From an optimization exercise on the open Yosys and OpenROAD flow, aimed at a short achievable clock period; shortcuts taken in it are not production practice. The RTL was checked by simulation tests, not by an equivalence proof against the original design.

<file path="flow/config.mk">
export PLATFORM = sky130hd
export DESIGN_NAME = Sine_wave
export DESIGN_NICKNAME = Sine_wave
export VERILOG_FILES = /design/flow/design.v
export SDC_FILE = /design/flow/constraint.sdc
export NUM_CORES = 4
export LEC_CHECK = 0
export ABC_CLOCK_PERIOD_IN_PS = 1500
export CAP_MARGIN = 20
export CORE_MARGIN = 2
export CORE_UTILIZATION = 40
export SETUP_SLACK_MARGIN = 2.3
export SLEW_MARGIN = 20
export SYNTH_HIERARCHICAL = 1
export SYNTH_MINIMUM_KEEP_SIZE = 0
</file>
<file path="flow/constraint.sdc">
create_clock -name core_clock -period 3.8 [get_ports {clk}]
set_input_delay 0.7600 -clock core_clock [delete_from_list [all_inputs] [get_ports {clk}]]
set_output_delay 0.7600 -clock core_clock [all_outputs]
set_load 0.01 [all_outputs]
</file>
<file path="flow/design.v">
module rotator
    #(
    parameter DATA_WIDTH     = 12,
    parameter ZW             = 16,    
    parameter ZWO            = 16,    
    parameter ROTATOR_NUMBER = 2,
    parameter [16:0] ATAN    = 1
    )(
    input                                   clk,
    input  wire signed [DATA_WIDTH:0]       x_i,
    input  wire signed [DATA_WIDTH:0]       y_i,
    input  wire                             d_i,    
    input  wire signed [ZW-1:0]             z_i,
    input              [1:0]                quarter_in,
    input                                   kill_in,
    output reg signed  [DATA_WIDTH:0]       x_o,
    output reg signed  [DATA_WIDTH:0]       y_o,
    output reg                              d_o,    
    output reg signed  [ZWO-1:0]            z_o,
    output reg         [1:0]                quarter_out,
    output reg                              kill_out
);
localparam W = DATA_WIDTH + 1;
wire signed [W-1:0] shifted_x = x_i >>> ROTATOR_NUMBER;
wire signed [W-1:0] shifted_y = y_i >>> ROTATOR_NUMBER;
wire [W-1:0] x_m, x_p, y_p, y_m;
ks_add #(.W(W), .CIN(1)) u_xm (.a(x_i), .b(~shifted_y), .s(x_m));
ks_add #(.W(W), .CIN(0)) u_xp (.a(x_i), .b( shifted_y), .s(x_p));
ks_add #(.W(W), .CIN(0)) u_yp (.a(y_i), .b( shifted_x), .s(y_p));
ks_add #(.W(W), .CIN(1)) u_ym (.a(y_i), .b(~shifted_x), .s(y_m));
wire signed [ZW:0] z_e = z_i;
wire signed [ZW:0] a_s = ATAN;
always @(posedge clk) begin
    quarter_out <= quarter_in;
    kill_out    <= kill_in;
    if (d_i) begin
        x_o <= x_m;
        y_o <= y_p;
        z_o <= z_e - a_s;
        d_o <= z_e > a_s;
    end else begin
        x_o <= x_p;
        y_o <= y_m;
        z_o <= z_e + a_s;
        d_o <= z_e > -a_s;
    end
end
endmodule
module ks_add #(parameter W = 13, parameter CIN = 0) (
    input  [W-1:0] a,
    input  [W-1:0] b,
    output [W-1:0] s
);
wire [W-2:0] c;      
ks_prefix #(.W(W), .CIN(CIN), .MODE(0)) u_p (.a(a), .b(b), .c(c));
assign s = a ^ b ^ {c, CIN[0]};
endmodule
module ks_cmp #(parameter W = 16, parameter CIN = 0) (
    input  [W-1:0] a,
    input  [W-1:0] b,
    output         co
);
ks_prefix #(.W(W), .CIN(CIN), .MODE(2)) u_p (.a(a), .b(b), .c(co));
endmodule
module ks_prefix #(parameter W = 13, parameter CIN = 0, parameter MODE = 0) (
    input  [W-1:0] a,
    input  [W-1:0] b,
    output [(MODE == 2 ? 1 : MODE == 1 ? W : W-1)-1:0] c
);
function integer nlev;
    input integer w;
    integer k;
begin
    nlev = 0;
    for (k = 1; k < w; k = k * 2) nlev = nlev + 1;
end
endfunction
localparam L = nlev(W);
function [255:0] need;
    input integer which;
    reg [255:0] ng, nt;
    integer l, i, k;
begin
    ng = 0;
    nt = 0;
    for (i = 0; i < W; i = i + 1)
        ng[L*32+i] = (MODE == 0) ? (i <= W-2) : (MODE == 1) ? 1'b1 : (i == W-1);
    for (l = L; l >= 1; l = l - 1) begin
        k = 1 << (l-1);
        for (i = 0; i < W; i = i + 1) begin
            if (i >= k) begin
                if (ng[l*32+i]) begin
                    ng[(l-1)*32+i]   = 1'b1;
                    nt[(l-1)*32+i]   = 1'b1;
                    ng[(l-1)*32+i-k] = 1'b1;
                end
                if (nt[l*32+i]) begin
                    nt[(l-1)*32+i]   = 1'b1;
                    nt[(l-1)*32+i-k] = 1'b1;
                end
            end else if (ng[l*32+i]) begin
                ng[(l-1)*32+i] = 1'b1;
            end
        end
    end
    need = which ? nt : ng;
end
endfunction
localparam [255:0] NG = need(0);
localparam [255:0] NT = need(1);
wire [W-1:0] g [0:L];
wire [W-1:0] t [0:L];
genvar i, l;
generate
    for (i = 0; i < W; i = i + 1) begin : pg
        if (i == 0) begin : b0
            if (NG[i]) begin : g0
                if (CIN) ks_nor2  u_g (.a(a[0]), .b(b[0]), .y(g[0][0]));
                else     ks_nand2 u_g (.a(a[0]), .b(b[0]), .y(g[0][0]));
            end
        end else begin : bi
            if (NG[i]) begin : gi
                ks_nand2 u_g (.a(a[i]), .b(b[i]), .y(g[0][i]));
            end
            if (NT[i]) begin : ti
                ks_nor2 u_t (.a(a[i]), .b(b[i]), .y(t[0][i]));
            end
        end
    end
    for (l = 1; l <= L; l = l + 1) begin : lev
        for (i = 0; i < W; i = i + 1) begin : bt
            if (i >= (1 << (l-1))) begin : comb
                if (NG[l*32+i]) begin : gn
                    if (l % 2) ks_oai21 u_g (.a1(t[l-1][i]), .a2(g[l-1][i-(1<<(l-1))]), .b1(g[l-1][i]), .y(g[l][i]));
                    else       ks_aoi21 u_g (.a1(t[l-1][i]), .a2(g[l-1][i-(1<<(l-1))]), .b1(g[l-1][i]), .y(g[l][i]));
                end
                if (NT[l*32+i]) begin : tn
                    if (l % 2) ks_nor2  u_t (.a(t[l-1][i]), .b(t[l-1][i-(1<<(l-1))]), .y(t[l][i]));
                    else       ks_nand2 u_t (.a(t[l-1][i]), .b(t[l-1][i-(1<<(l-1))]), .y(t[l][i]));
                end
            end else if (NG[l*32+i]) begin : pass
                ks_inv u_g (.a(g[l-1][i]), .y(g[l][i]));
            end
        end
    end
    if (MODE == 2) begin : o2
        if (L % 2) assign c = g[L][W-1];
        else       assign c = ~g[L][W-1];
    end else begin : o01
        if (L % 2) assign c = g[L][(MODE == 1 ? W : W-1)-1:0];
        else       assign c = ~g[L][(MODE == 1 ? W : W-1)-1:0];
    end
endgenerate
endmodule
module ks_nand2 (input a, input b, output y);
assign y = ~(a & b);
endmodule
module ks_nor2 (input a, input b, output y);
assign y = ~(a | b);
endmodule
module ks_oai21 (input a1, input a2, input b1, output y);
assign y = ~((a1 | a2) & b1);
endmodule
module ks_aoi21 (input a1, input a2, input b1, output y);
assign y = ~((a1 & a2) | b1);
endmodule
module ks_inv (input a, output y);
assign y = ~a;
endmodule
module cordic#(
    parameter DATA_WIDTH    = 12,
    parameter ANGLE_WIDTH   = 16
    )(
    input                           clk,
    input                           rst,       
    input  signed [DATA_WIDTH:0]    a_i,       
    input  signed [DATA_WIDTH:0]    na_i,      
    input                           kill_i,    
    input         [1:0]             quarter_in,
    input         [ANGLE_WIDTH-1:0] theta_i,   
    output reg    [DATA_WIDTH:0]    sin_o,
    output reg    [DATA_WIDTH:0]    cos_o
    );
localparam N = 16;
localparam W = DATA_WIDTH + 1;
function [16:0] tanangle;
    input integer i;
begin
    case (i)
    0: tanangle = 25723;
    1: tanangle = 15204;
    2: tanangle = 8028;
    3: tanangle = 4076;
    4: tanangle = 2045;
    5: tanangle = 1022;
    6: tanangle = 511;
    7: tanangle = 256;
    8: tanangle = 128;
    9: tanangle = 65;
    10: tanangle = 32;
    11: tanangle = 16;
    12: tanangle = 8;
    13: tanangle = 4;
    14: tanangle = 2;
    default: tanangle = 1;
    endcase
end
endfunction
function integer zwidth;
    input integer k;
begin
    if (k <= 1)      zwidth = 17;
    else if (k <= 3) zwidth = 16;
    else             zwidth = 15;
end
endfunction
wire [ANGLE_WIDTH-1:0] A = theta_i;
wire d0 = |A;
wire gt_a0, gt_a01, gt_a0m1;
ks_cmp #(.W(16), .CIN(0)) u_c0 (.a(A), .b(~16'd25723), .co(gt_a0));
ks_cmp #(.W(16), .CIN(0)) u_c1 (.a(A), .b(~16'd40927), .co(gt_a01));
ks_cmp #(.W(16), .CIN(0)) u_c2 (.a(A), .b(~16'd10519), .co(gt_a0m1));
wire d1 = ~d0 | gt_a0;
wire signed [W-1:0] a  = a_i;
wire signed [W-1:0] na = na_i;
wire signed [W-1:0] P  = a  >>> 1;
wire signed [W-1:0] M  = na >>> 1;
wire [W-1:0] x2_11, y2_11, x2_10, y2_10, x2_01, y2_01;
ks_add #(.W(W), .CIN(1)) u_x11 (.a(a),  .b(~P), .s(x2_11));   
ks_add #(.W(W), .CIN(0)) u_y11 (.a(a),  .b( P), .s(y2_11));   
assign x2_10 = y2_11;                                              
assign y2_10 = x2_11;                                              
ks_add #(.W(W), .CIN(1)) u_x01 (.a(a),  .b(~M), .s(x2_01));   
ks_add #(.W(W), .CIN(0)) u_y01 (.a(na), .b( P), .s(y2_01));   
wire [16:0] Ae = {1'b0, A};
wire [16:0] z2_11, z2_10;
ks_add #(.W(17), .CIN(1)) u_z11 (.a(Ae), .b(~17'd40927), .s(z2_11));
ks_add #(.W(17), .CIN(1)) u_z10 (.a(Ae), .b(~17'd10519), .s(z2_10));
wire [16:0] z2_0x = 17'd10519;                     
wire s11 = d0 & d1;
wire s10 = d0 & ~d1;
wire s0x = ~d0;
reg signed [W-1:0] x2, y2;
reg signed [15:0]  z2;
reg                d2;
reg        [1:0]   q2;
reg                k2;
always @(posedge clk) begin
    q2 <= quarter_in;
    k2 <= kill_i | rst;
    x2 <= ({W{s11}} & x2_11) | ({W{s10}} & x2_10) | ({W{s0x}} & x2_01);
    y2 <= ({W{s11}} & y2_11) | ({W{s10}} & y2_10) | ({W{s0x}} & y2_01);
    z2 <= ({16{s11}} & z2_11[15:0]) | ({16{s10}} & z2_10[15:0]) | ({16{s0x}} & z2_0x[15:0]);
    d2 <= (s11 & gt_a01) | (s10 & gt_a0m1) | s0x;
end
wire signed [W-1:0] xs [N:2];
wire signed [W-1:0] ys [N:2];
wire signed [17:0]  zs [N:2];
wire                ds [N:2];
wire        [1:0]   qs [N:2];
wire                ks [N:2];
assign xs[2] = x2;
assign ys[2] = y2;
assign zs[2] = z2;
assign ds[2] = d2;
assign qs[2] = q2;
assign ks[2] = k2;
genvar i;
generate
    for (i = 2; i < N-1; i = i + 1) begin : stage
        wire signed [zwidth(i+1)-1:0] z_o;
        rotator #(
            .DATA_WIDTH    (DATA_WIDTH),
            .ZW            (zwidth(i)),
            .ZWO           (zwidth(i+1)),
            .ROTATOR_NUMBER(i),
            .ATAN          (tanangle(i))
        ) rotator (
            .clk        (clk),
            .x_i        (xs[i]),
            .y_i        (ys[i]),
            .d_i        (ds[i]),
            .z_i        (zs[i][zwidth(i)-1:0]),
            .quarter_in (qs[i]),
            .kill_in    (ks[i] | rst),
            .x_o        (xs[i+1]),
            .y_o        (ys[i+1]),
            .d_o        (ds[i+1]),
            .z_o        (z_o),
            .quarter_out(qs[i+1]),
            .kill_out   (ks[i+1])
        );
        assign zs[i+1] = z_o;
    end
endgenerate
wire signed [W-1:0] x15 = xs[N-1];
wire signed [W-1:0] y15 = ys[N-1];
wire                d15 = ds[N-1];
wire        [1:0]   q15 = qs[N-1];
wire ux = y15[W-1];    
wire uy = x15[W-1];
wire signed [2:0] dx = ux ? (d15 ? 3'sd1 : -3'sd1) : 3'sd0;
wire signed [2:0] dy = uy ? (d15 ? -3'sd1 : 3'sd1) : 3'sd0;
wire neg_s = q15[1];
wire neg_c = q15[1] ^ q15[0];
wire signed [2:0] ey = neg_s ? 3'sd1 - dy : dy;
wire signed [2:0] ex = neg_c ? 3'sd1 - dx : dx;
wire [W-1:0] s_val, c_val;
ks_add #(.W(W), .CIN(0)) u_s (.a(y15 ^ {W{neg_s}}), .b({{(W-3){ey[2]}}, ey}), .s(s_val));
ks_add #(.W(W), .CIN(0)) u_c (.a(x15 ^ {W{neg_c}}), .b({{(W-3){ex[2]}}, ex}), .s(c_val));
always @(posedge clk) begin
    if (rst | ks[N-1]) begin
        sin_o <= 13'h1000;
        cos_o <= 13'h1000;
    end else begin
        sin_o <= s_val ^ 13'h1000;
        cos_o <= c_val ^ 13'h1000;
    end
end
endmodule
module Sine_wave
    #(
        parameter DATA_WIDTH    = 12,
        parameter ANGLE_WIDTH   = 16
    )(
    input                       clk,
    input                       reset,
    input                       ce,
    input  [DATA_WIDTH:0]       ampl,
    input  [ANGLE_WIDTH-1:0]    step,
    output [DATA_WIDTH:0]       sin_wave,
    output [DATA_WIDTH:0]       cos_wave
);
localparam angle_90 = 51315;
reg [ANGLE_WIDTH-1:0] step_r;     
reg [ANGLE_WIDTH-1:0] nstep_r;    
reg [ANGLE_WIDTH:0]   nlim_r;     
reg                   go_r;       
reg                   clr_r;      
reg [DATA_WIDTH:0]    a_r, na_r;  
reg                   k0;         
wire [DATA_WIDTH:0] neg_ampl = -ampl;
always @(posedge clk) begin
    step_r  <= step;
    nstep_r <= ~step;
    nlim_r  <= (step > angle_90) ? ~17'h10000 : ~(angle_90 - step);
    go_r    <= ce & ~reset;
    clr_r   <= ce & reset;
    a_r     <= ampl;
    na_r    <= neg_ampl;
    k0      <= reset;
end
reg [ANGLE_WIDTH-1:0] angle;
reg [1:0]             state;
wire [ANGLE_WIDTH-1:0] a_sum, a_diff;
wire up_n, down;
ks_add #(.W(ANGLE_WIDTH), .CIN(0)) u_sum  (.a(angle), .b(step_r),  .s(a_sum));
ks_add #(.W(ANGLE_WIDTH), .CIN(1)) u_diff (.a(angle), .b(nstep_r), .s(a_diff));
ks_cmp #(.W(ANGLE_WIDTH+1), .CIN(1)) u_up (.a({1'b0, angle}), .b(nlim_r), .co(up_n));
ks_cmp #(.W(ANGLE_WIDTH),   .CIN(0)) u_dn (.a(angle), .b(nstep_r), .co(down));
wire even     = ~state[0];
wire sel_sum  = go_r &  even & ~up_n;
wire sel_diff = go_r & ~even &  down;
wire turn     = go_r & (even ? up_n : ~down);
wire sel_hold = ~go_r & ~clr_r | turn;
always @(posedge clk) begin
    angle <= ({ANGLE_WIDTH{sel_sum}}  & a_sum)
           | ({ANGLE_WIDTH{sel_diff}} & a_diff)
           | ({ANGLE_WIDTH{sel_hold}} & angle);
    state <= clr_r ? 2'd0 : state + {1'b0, turn};
end
cordic #(
    .DATA_WIDTH    (DATA_WIDTH),
    .ANGLE_WIDTH   (ANGLE_WIDTH)
    ) cordic (
    .clk        (clk),
    .rst        (reset),
    .a_i        (a_r),
    .na_i       (na_r),
    .kill_i     (k0),
    .quarter_in (state),
    .theta_i    (angle),
    .sin_o      (sin_wave),
    .cos_o      (cos_wave)
);
endmodule
</file>
<file path="flow/run.sh">
#!/bin/bash
# synth_recipe.tcl (not shown) runs the flow's synth.tcl, then flattens the netlist and writes it again
# the make line also repeats each setting of config.mk as NAME=value (left out here)
make -C /OpenROAD-flow-scripts/flow DESIGN_CONFIG=/design/flow/config.mk WORK_HOME=/design/flow/orfs CLKGATE_MAP_FILE= SYNTH_SCRIPT=/design/flow/synth_recipe.tcl finish
</file>
==> metrics.yaml <==
floorplan:
  fp.dieH_um: 447
  die_area_um2: 200000
  die_width_um: 447
  starting_density_of_the_core_pct: 40.2
  placementRows: 162
  pin_count: 58
  core-area_um2: 195000
drt:
  drt_first_iter_violations: 3820
  drt-pass1-iter-count: 7
  via_per_inst: 5.11
  postRouteWirelength_mm: 246
  ant_nets: 0
  post-route-drc-count: 0
  vias: 72400
  wl_per_cell_um: 17.3
synth:
  synth_instances: 10200
  syn-cell-area_um2: 78400
  synthesis.yosys.warnings: 28
  post_synth.cell_area_avg_um2: 7.72
clocking:
  cts_root_buffer: "clkbuf_16"
  cts_made_buffers: 94
  clock_pin_slew_of_the_registers_on_the_worst_case_setup_and_hold_paths_ps: 60
  clk_latency_ps: 750
  cts_hold_buffers: 0
  clock_sink_count: 738
  clockBufferDepth: 3
  htree_num_levels: 3
  tritoncts: "yes"
finish:
  layout-drive-gt1-share_pct: 49.9
  post-route-util_pct: 57.6
  nFillCells: 16700
  sequential_cell_area_um2: 15900
  number_of_diodes_added_for_antenna_fixing: 0
  finish.net_count: 11600
  multiInputGateArea_um2: 69400
  synthToLayoutAreaGrowth_pct: 43.1
outcome:
  outcome: "complete, no violations"
timing:
  timing_max_transition_violations_final: 0
  maxSlewHeadroom_pct: 58.6
  fin_crit_sh_pct: 57.7
  timing.fmax_ghz: 0.456
  final.setup.tns_ps: 0
  finalSetupViolCount: 0
  final_hold_viol_count: 0
  hold_slack_ps: 236
  timing.clock.skew_ps: 48.2
  layout_min_cycle_time_ps: 2190
  setup_repair_after_global_routing_missed_its_margin: "yes"
  tightestPinTransition_ps: 620
grt:
  wire_length_of_the_first_global_routing_pass_mm: 378
  grt-busiest-layer: "met2"
  met1_usage_pct: 28.8
  global_route.usage.met2_pct: 42.0
  use_met3_pct: 2.13
  grt_max_degree: 36
  grt_overflow: 0
  vias_in_the_first_global_route: 71700
  initial_antenna_violation_count: 1
  groute.usage.overall_pct: 23.4
setup_path:
  required_ps: 4410
  critical_path_arrival_ps: 2800
  crit_path_end_kind: "flop"
  critPathLaunchType: "flop"
  worstSetupPathType: "reg -> reg"
  cp_max_fo: 6
place:
  place.gp.congestion: 0.895
  place.port_buffers: 57
  hpwl_mm: 157
job:
  max_cap_violations: 0
hold_path:
  min_path_type: "in -> reg"
-- cell usage in the layout (no fill, tap or decap), drive strengths merged, types with 9 or more instances in the layout --
master / count
nor2: 1801
a21oi: 945
inv: 1944
nand4b: 9
nor3: 37
nor3b: 9
nand3: 36
bufbuf: 12
and4: 12
clkinv: 26
or3: 12
conb: 185
clkdlybuf4s50: 17
buf: 1054
mux2: 390
a32oi: 10
o22ai: 22
ha: 49
o21ai: 1301
dfxtp: 738
nand2b: 12
xnor2: 139
and3: 15
nand2: 1411
clkbuf: 134
and2: 31
xor2: 103
mux2i: 29
xor3: 756
a22oi: 22
nor2b: 17
or4: 13
nor4: 29
nand4: 26
clkinvlp: 51
a31oi: 22
or2: 20
-- critical path: stages, from the launching register on --
cell and delay, ps:
dfxtp_4 390, buf_12 150, nor2_4 180, o21ai_4 90, a21oi_2 140, o21ai_1 90, a21oi_2 130, inv_1 60
xor3_2 270, mux2_4 290, mux2_4 250
-- layer usage --
metal  up-vias  wire length, um
met5         -                0
met4         0             9890
met3       540             9240
met2      1609           123000
met1     34600           103000
li1      35700                -
-- path summary, 6_finish.rpt --
path | end | slack [ps] | cells after the start | startpoint
max | cordic.y2[11] | 1610 | 10 | a_r[4]
min | step_r[2] | 240 | 1 | step[2]
max reg2reg | cordic.y2[11] | 1610 | 10 | a_r[4]
min reg2reg | cordic.stage[7].rotator.quarter_out[1] | 320 | 0 | cordic.stage[6].rotator.quarter_out[1]
-- state kept, by name, summed over array words and instances (netlist names), 16 cells and up --
name	flops
cordic.stage.rotator.z_o	181
cordic.stage.rotator.y_o	169
nstep_r	16
cordic.stage.rotator.x_o	169
step_r	16
nlim_r	17
angle	16
cordic.stage.rotator.quarter_out	26
cordic.z2	16
-- metrics by stage --
| step | setup WS (ps) | area [um2] | std cells |
|---|---|---|---|
| finish | 1610 | 112000 | 14200 |
| global route | 1510 | 112000 | 14200 |
| CTS | 1610 | 107000 | 14000 |
| detailed placement | 998 | 87200 | 13000 |
| global placement | 1060 | 87200 | 13000 |
| floorplan | 1490 | 83700 | 10300 |
-- area by class of cell --
type / count / area share [%]
Multi-Input combinational cell: 7568 / 61.8
Timing Repair inverter: 25 / 0.193
Tap cell: 2624 / 2.92
Clock inverter: 51 / 0.473
Inverter: 1950 / 6.91
Sequential cell: 738 / 14.2
Clock buffer: 126 / 2.45
Timing Repair Buffer: 1101 / 11.1
-- timing repair --
action,CTS,global route
setup buffers,795,157
setup endpoints to repair,554,531
gates resized for setup,2434,1237
cloned,81,5
pin swaps,635,515

-- separate check: timing with driven ports --
In the flow no input, the clock included, has a driving cell. The finished layout below was timed again as built, in two steps. Step 1: set_driving_cell puts a clkbuf_16 on clk and a buf_2 on each other input, an assumption about the parent block. Step 2 also shifts input and output timing later by t, the mid clock arrival at the registers, as if the neighbouring blocks saw the same clock. Three values: ideal, step 1, step 2; two values: the first two.
shift t [ns]: 0.820
setup WS [ns]: 1.609 / 1.609 / 1.585
worst hold slack (ns): 0.236 / 0.166 / 0.324
pins driven straight from the clock port: 1
After both steps setup and hold are still met in this run. For this run, drivers alone change the setup slack by 0.000 ns; drivers and shift together by -0.024 ns.
